This design comes from an exercise in tuning for small area and a short achievable clock period on the open sky130 flow, not from production work. Only simulation tests tie the RTL to the original design; equivalence was not proved. No activity file was given, so power comes from the tool's default toggle rates.

Setup of 05-03:
==> flow/design.v <==
package CORE_PKG;
parameter NUM_PREGS = 64;
parameter NUM_AREGS = 32;
parameter RS_ENTRIES = 16;
parameter NUM_FUS = 4;
typedef struct packed {
    logic [$clog2(NUM_PREGS)-1:0] dst_preg;
    logic [$clog2(NUM_PREGS)-1:0] src1_preg;
    logic [$clog2(NUM_PREGS)-1:0] src2_preg;
    logic [31:0] imm_val;
    logic instr_valid;
    logic [31:0] pc;
} disp_packet_t;
endpackage
import CORE_PKG::*;
module g_inv  (input logic a, output logic y); assign y = ~a; endmodule
module g_nand2 (input logic a, b, output logic y); assign y = ~(a & b); endmodule
module g_nand3 (input logic a, b, c, output logic y); assign y = ~(a & b & c); endmodule
module g_nor2 (input logic a, b, output logic y); assign y = ~(a | b); endmodule
module onehot_dec (
    input  logic        v,
    input  logic [3:0]  idx,
    output logic [15:0] y
);
logic [3:0] idx_n, lo_n, hi_n;
for (genvar j = 0; j < 4; j++) begin : g_in
    g_inv u_inv (.a(idx[j]), .y(idx_n[j]));
end
for (genvar k = 0; k < 4; k++) begin : g_pre
    g_nand3 u_lo (.a(v),
                  .b(k[1] ? idx[1] : idx_n[1]),
                  .c(k[0] ? idx[0] : idx_n[0]),
                  .y(lo_n[k]));
    g_nand2 u_hi (.a(k[1] ? idx[3] : idx_n[3]),
                  .b(k[0] ? idx[2] : idx_n[2]),
                  .y(hi_n[k]));
end
for (genvar i = 0; i < 16; i++) begin : g_out
    g_nor2 u_y (.a(lo_n[i%4]), .b(hi_n[i/4]), .y(y[i]));
end
endmodule
import CORE_PKG::*;
module aoi222 (
    input  logic [2:0] a,
    input  logic [2:0] b,
    output logic       y
);
assign y = ~|(a & b);
endmodule
module nand6 (
    input  logic [5:0] a,
    output logic       y
);
assign y = ~&a;
endmodule
module pkt_bit_mux #(
    parameter int N = RS_ENTRIES
)(
    input  logic [N-1:0] sel,
    input  logic [N-1:0] data,
    output logic         y
);
logic [5:0] t;
for (genvar k = 0; k < 5; k++) begin : g_aoi
    aoi222 u_aoi (.a(sel[3*k +: 3]), .b(data[3*k +: 3]), .y(t[k]));
end
assign t[5] = ~(sel[15] & data[15]);
nand6 u_or (.a(t), .y(y));
endmodule
import CORE_PKG::*;
module dep_row #(
    parameter int M = RS_ENTRIES * NUM_FUS
)(
    input  logic [M-1:0] d,
    input  logic [M-1:0] keep,
    input  logic [M-1:0] newc,
    input  logic         wr,
    output logic [M-1:0] nxt,
    output logic         zero
);
assign nxt  = (d & keep) | (newc & {M{wr}});
assign zero = ~(|nxt);
endmodule
module dep_col (
    input  logic dm,
    input  logic ready,
    input  logic rst_q,
    input  logic dv,
    output logic keep,
    output logic newc
);
assign keep = ~(ready | rst_q);
assign newc = dm & dv & ~ready;
endmodule
import CORE_PKG::*;
module scheduler #(
    parameter PKT_W = 3*$clog2(NUM_PREGS) + 32 + 1 + 32    
)(
    input logic clk,
    input logic rst,
    output logic [RS_ENTRIES-1:0] local_ready_mask,
    input logic [(RS_ENTRIES * NUM_FUS)-1:0] global_ready_mask,
    input logic [PKT_W-1:0] disp_pkt,
    input logic disp_valid,
    input logic [(RS_ENTRIES * NUM_FUS)-1:0] dependency_mask,
    output logic [$clog2(RS_ENTRIES)-1:0] rs_entry_idx,
    output logic rs_full,
    input logic [($clog2(RS_ENTRIES))-1:0] retire_rs_entry,
    input logic retire_rs_valid,
    output logic [PKT_W-1:0] sched_pkt,
    output logic fire_valid,
    output logic [($clog2(RS_ENTRIES))-1:0] fire_entry
);
localparam int N = RS_ENTRIES;
localparam int M = RS_ENTRIES * NUM_FUS;
localparam int IW = $clog2(RS_ENTRIES);
logic [N-1:0]     valid_q;
logic [N-1:0]     granted_q;
logic [M-1:0]     dep_q [N];
logic [PKT_W-1:0] payload_q [N];
logic [N-1:0]     free_oh_q;
localparam int H = N / 2;
logic [N-1:0]     gnt_half_q;    
logic             none_lo_q;     
logic [N-1:0]     gnt_oh_q;      
logic             fire_valid_q;
logic             rst_q;
logic             full_q;
logic [IW-1:0]    free_idx_q;
logic [N-1:0] retire_oh;
onehot_dec u_lrm_dec (.v(retire_rs_valid), .idx(retire_rs_entry), .y(local_ready_mask));
onehot_dec u_ret_dec (.v(retire_rs_valid), .idx(retire_rs_entry), .y(retire_oh));
logic [M-1:0]  keep_col;      
logic [M-1:0]  new_col;       
logic [N-1:0]  disp_row;
logic [M-1:0]  dep_d [N];
logic [N-1:0]  valid_d, granted_d, req_d, gnt_half_d, free_oh_d;
logic [IW-1:0] free_idx_d;
for (genvar j = 0; j < M; j++) begin : g_colsig
    dep_col u_col (.dm(dependency_mask[j]), .ready(global_ready_mask[j]), .rst_q(rst_q),
                   .dv(disp_valid), .keep(keep_col[j]), .newc(new_col[j]));
end
assign disp_row = {N{disp_valid}} & free_oh_q;
logic [N-1:0] dep_zero;
for (genvar i = 0; i < N; i++) begin : g_row
    dep_row #(.M(M)) u_row (
        .d(dep_q[i]), .keep(keep_col), .newc(new_col), .wr(free_oh_q[i]),
        .nxt(dep_d[i]), .zero(dep_zero[i])
    );
end
always_comb begin
    for (int i = 0; i < N; i++) begin
        valid_d[i]   = ~rst & ~retire_oh[i] & (valid_q[i] | disp_row[i]);
        granted_d[i] = ~rst & ~retire_oh[i] & (granted_q[i] | gnt_oh_q[i]);
        req_d[i]     = valid_d[i] & ~granted_d[i] & dep_zero[i];
    end
end
always_comb begin
    logic seen_r, seen_f;
    seen_r = 1'b0;
    seen_f = 1'b0;
    free_idx_d = '0;
    for (int i = 0; i < N; i++) begin
        if (i == H) seen_r = 1'b0;
        gnt_half_d[i] = req_d[i] & ~seen_r;
        free_oh_d[i] = ~valid_d[i] & ~seen_f;
        if (free_oh_d[i]) free_idx_d = i[IW-1:0];
        seen_r = seen_r | req_d[i];
        seen_f = seen_f | ~valid_d[i];
    end
end
assign gnt_oh_q = {gnt_half_q[N-1:H] & {H{none_lo_q}}, gnt_half_q[H-1:0]};
always_ff @(posedge clk) begin
    rst_q        <= rst;
    valid_q      <= valid_d;
    granted_q    <= granted_d;
    gnt_half_q   <= gnt_half_d;
    none_lo_q    <= ~(|req_d[H-1:0]);
    fire_valid_q <= |req_d;
    free_oh_q    <= free_oh_d;
    full_q       <= &valid_d;
    free_idx_q   <= free_idx_d;
    for (int i = 0; i < N; i++) dep_q[i] <= dep_d[i];
end
always_ff @(posedge clk) begin
    for (int i = 0; i < N; i++)
        if (free_oh_q[i]) payload_q[i] <= disp_pkt;
end
for (genvar b = 0; b < PKT_W; b++) begin : g_rd
    logic [N-1:0] col;
    for (genvar i = 0; i < N; i++) begin : g_col
        assign col[i] = payload_q[i][b];
    end
    pkt_bit_mux #(.N(N)) u_mux (.sel(gnt_oh_q), .data(col), .y(sched_pkt[b]));
end
assign fire_valid   = fire_valid_q;
always_comb begin
    fire_entry = '0;
    for (int i = 0; i < N; i++)
        if (gnt_oh_q[i]) fire_entry = fire_entry | IW'(i);
end
assign rs_full      = full_q;
assign rs_entry_idx = free_idx_q;
endmodule
clock: 11.0 ns
lec_check: 0
cap_margin: 20
core_margin: 2
core_utilization: 62
cts_buf_list: sky130_fd_sc_hd__clkbuf_16
cts_cluster_diameter: 100
cts_cluster_size: 26
place_density: 0.7
slew_margin: 20
synth_hierarchical: 1
synth_minimum_keep_size: 0
standard.sh (not shown) runs the stock make flow with config.mk's settings and CLKGATE_MAP_FILE= SYNTH_SCRIPT=/design/flow/synth_recipe.tcl, a recipe that flattens the netlist after the stock synthesis.
==> flow/flow/run.sh <==
#!/bin/bash
# Standard layout, with three changes to how it is made:
#  - port buffers are plain buf_1 cells (buffer_ports otherwise picks a slow
#    delay buffer, since nothing is critical at the design's period);
#  - timing repair aims for a setup margin well above zero, so the resizer
#    works on the paths that set the achieved period;
#  - the retire pins and the local_ready_mask pins are placed together.
# Each step's full output is in orfs/logs/; make's own output is in
# flow_make.log here.
set -euo pipefail
export BUFFER_PORTS_ARGS="-buffer_cell sky130_fd_sc_hd__buf_1"
export SETUP_SLACK_MARGIN=6.2
export PRE_IO_PLACEMENT_TCL="$(pwd)/flow/io.tcl"
bash standard.sh > flow_make.log 2>&1
==> flow/flow/io.tcl <==
# Keep the retire inputs and the local_ready_mask outputs they drive
# (a purely combinational path) next to each other on one edge.
set lrm_lo {}
set lrm_hi {}
for {set i 0} {$i < 8} {incr i} { lappend lrm_lo "local_ready_mask\[$i\]" }
for {set i 8} {$i < 16} {incr i} { lappend lrm_hi "local_ready_mask\[$i\]" }
set ret {retire_rs_valid retire_rs_entry[0] retire_rs_entry[1] retire_rs_entry[2] retire_rs_entry[3]}
set names [concat $lrm_lo $ret $lrm_hi]
set pins {}
foreach n $names { lappend pins [get_ports $n] }
set_io_pin_constraint -group -order -pin_names $pins -region top:*
Input-level comparison between 05-22 and 05-03:
Settings: changing CTS_CLUSTER_SIZE from 26 to 27; changing CTS_CLUSTER_DIAMETER from 100 to 60.
diff --git a/flow/flow/run.sh b/flow/flow/run.sh
--- a/flow/flow/run.sh
+++ b/flow/flow/run.sh
@@ -11,3 +11,3 @@
 export BUFFER_PORTS_ARGS="-buffer_cell sky130_fd_sc_hd__buf_1"
-export SETUP_SLACK_MARGIN=6.2
+export SETUP_SLACK_MARGIN=6.1
 export PRE_IO_PLACEMENT_TCL="$(pwd)/flow/io.tcl"
Findings:
Diff 05-22 and 05-03: net switching power of the design lower in 05-03
Clock distribution area overhead in the final layout, 05-22 and 05-03, higher one = 05-22.
Re total overflow reported by the global router: no difference whatsoever between 05-03 and 05-22.
Compared with 05-03, in 05-22 clock-buffer cell count picked up an extra 39, power consumption picked up an extra 1400 µW.
Looking at wire length of the first global-routing pass, 05-22 sits 1.2% lower than 05-03 does.
Largest driver fanout on the critical path up 9 in 05-22 wrt 05-03
Cmp 05-22 vs 05-03: number of antenna violations at the first check in global routing higher in 05-22
Relative to 05-03, the setup slack of 05-22 is lower by 0.097 ns.

## port drivers added, routing unchanged
In the flow no input, the clock included, has a driving cell. The finished layouts below were timed again as built, in two steps.
Step 1: set_driving_cell puts a clkbuf_16 on clk and a buf_2 on each other input, an assumption about the parent block.
Step 2 adds t to the input delays and takes it off the output delays; t is the mean of the earliest and latest rising clock arrival at the registers after step 1. Input paths then give back, and output paths get back, about the clock's delay inside the block.
Slacks: no drivers / after step 1 / after step 2; pairs: no drivers / after step 1.
| run | t, ns | setup WS [ns] | hold slack, ns |
|---|---|---|---|
| 05-03 | 0.824 | 6.088 / 6.018 / 5.374 | 0.473 / 0.473 / 0.473 |
| 05-22 | 0.882 | 5.991 / 5.912 / 5.318 | 0.484 / 0.484 / 0.484 |
After both steps every run listed still meets setup and hold. For 05-03, which loses most, drivers alone change the setup slack by -0.070 ns; drivers and shift together by -0.714 ns.
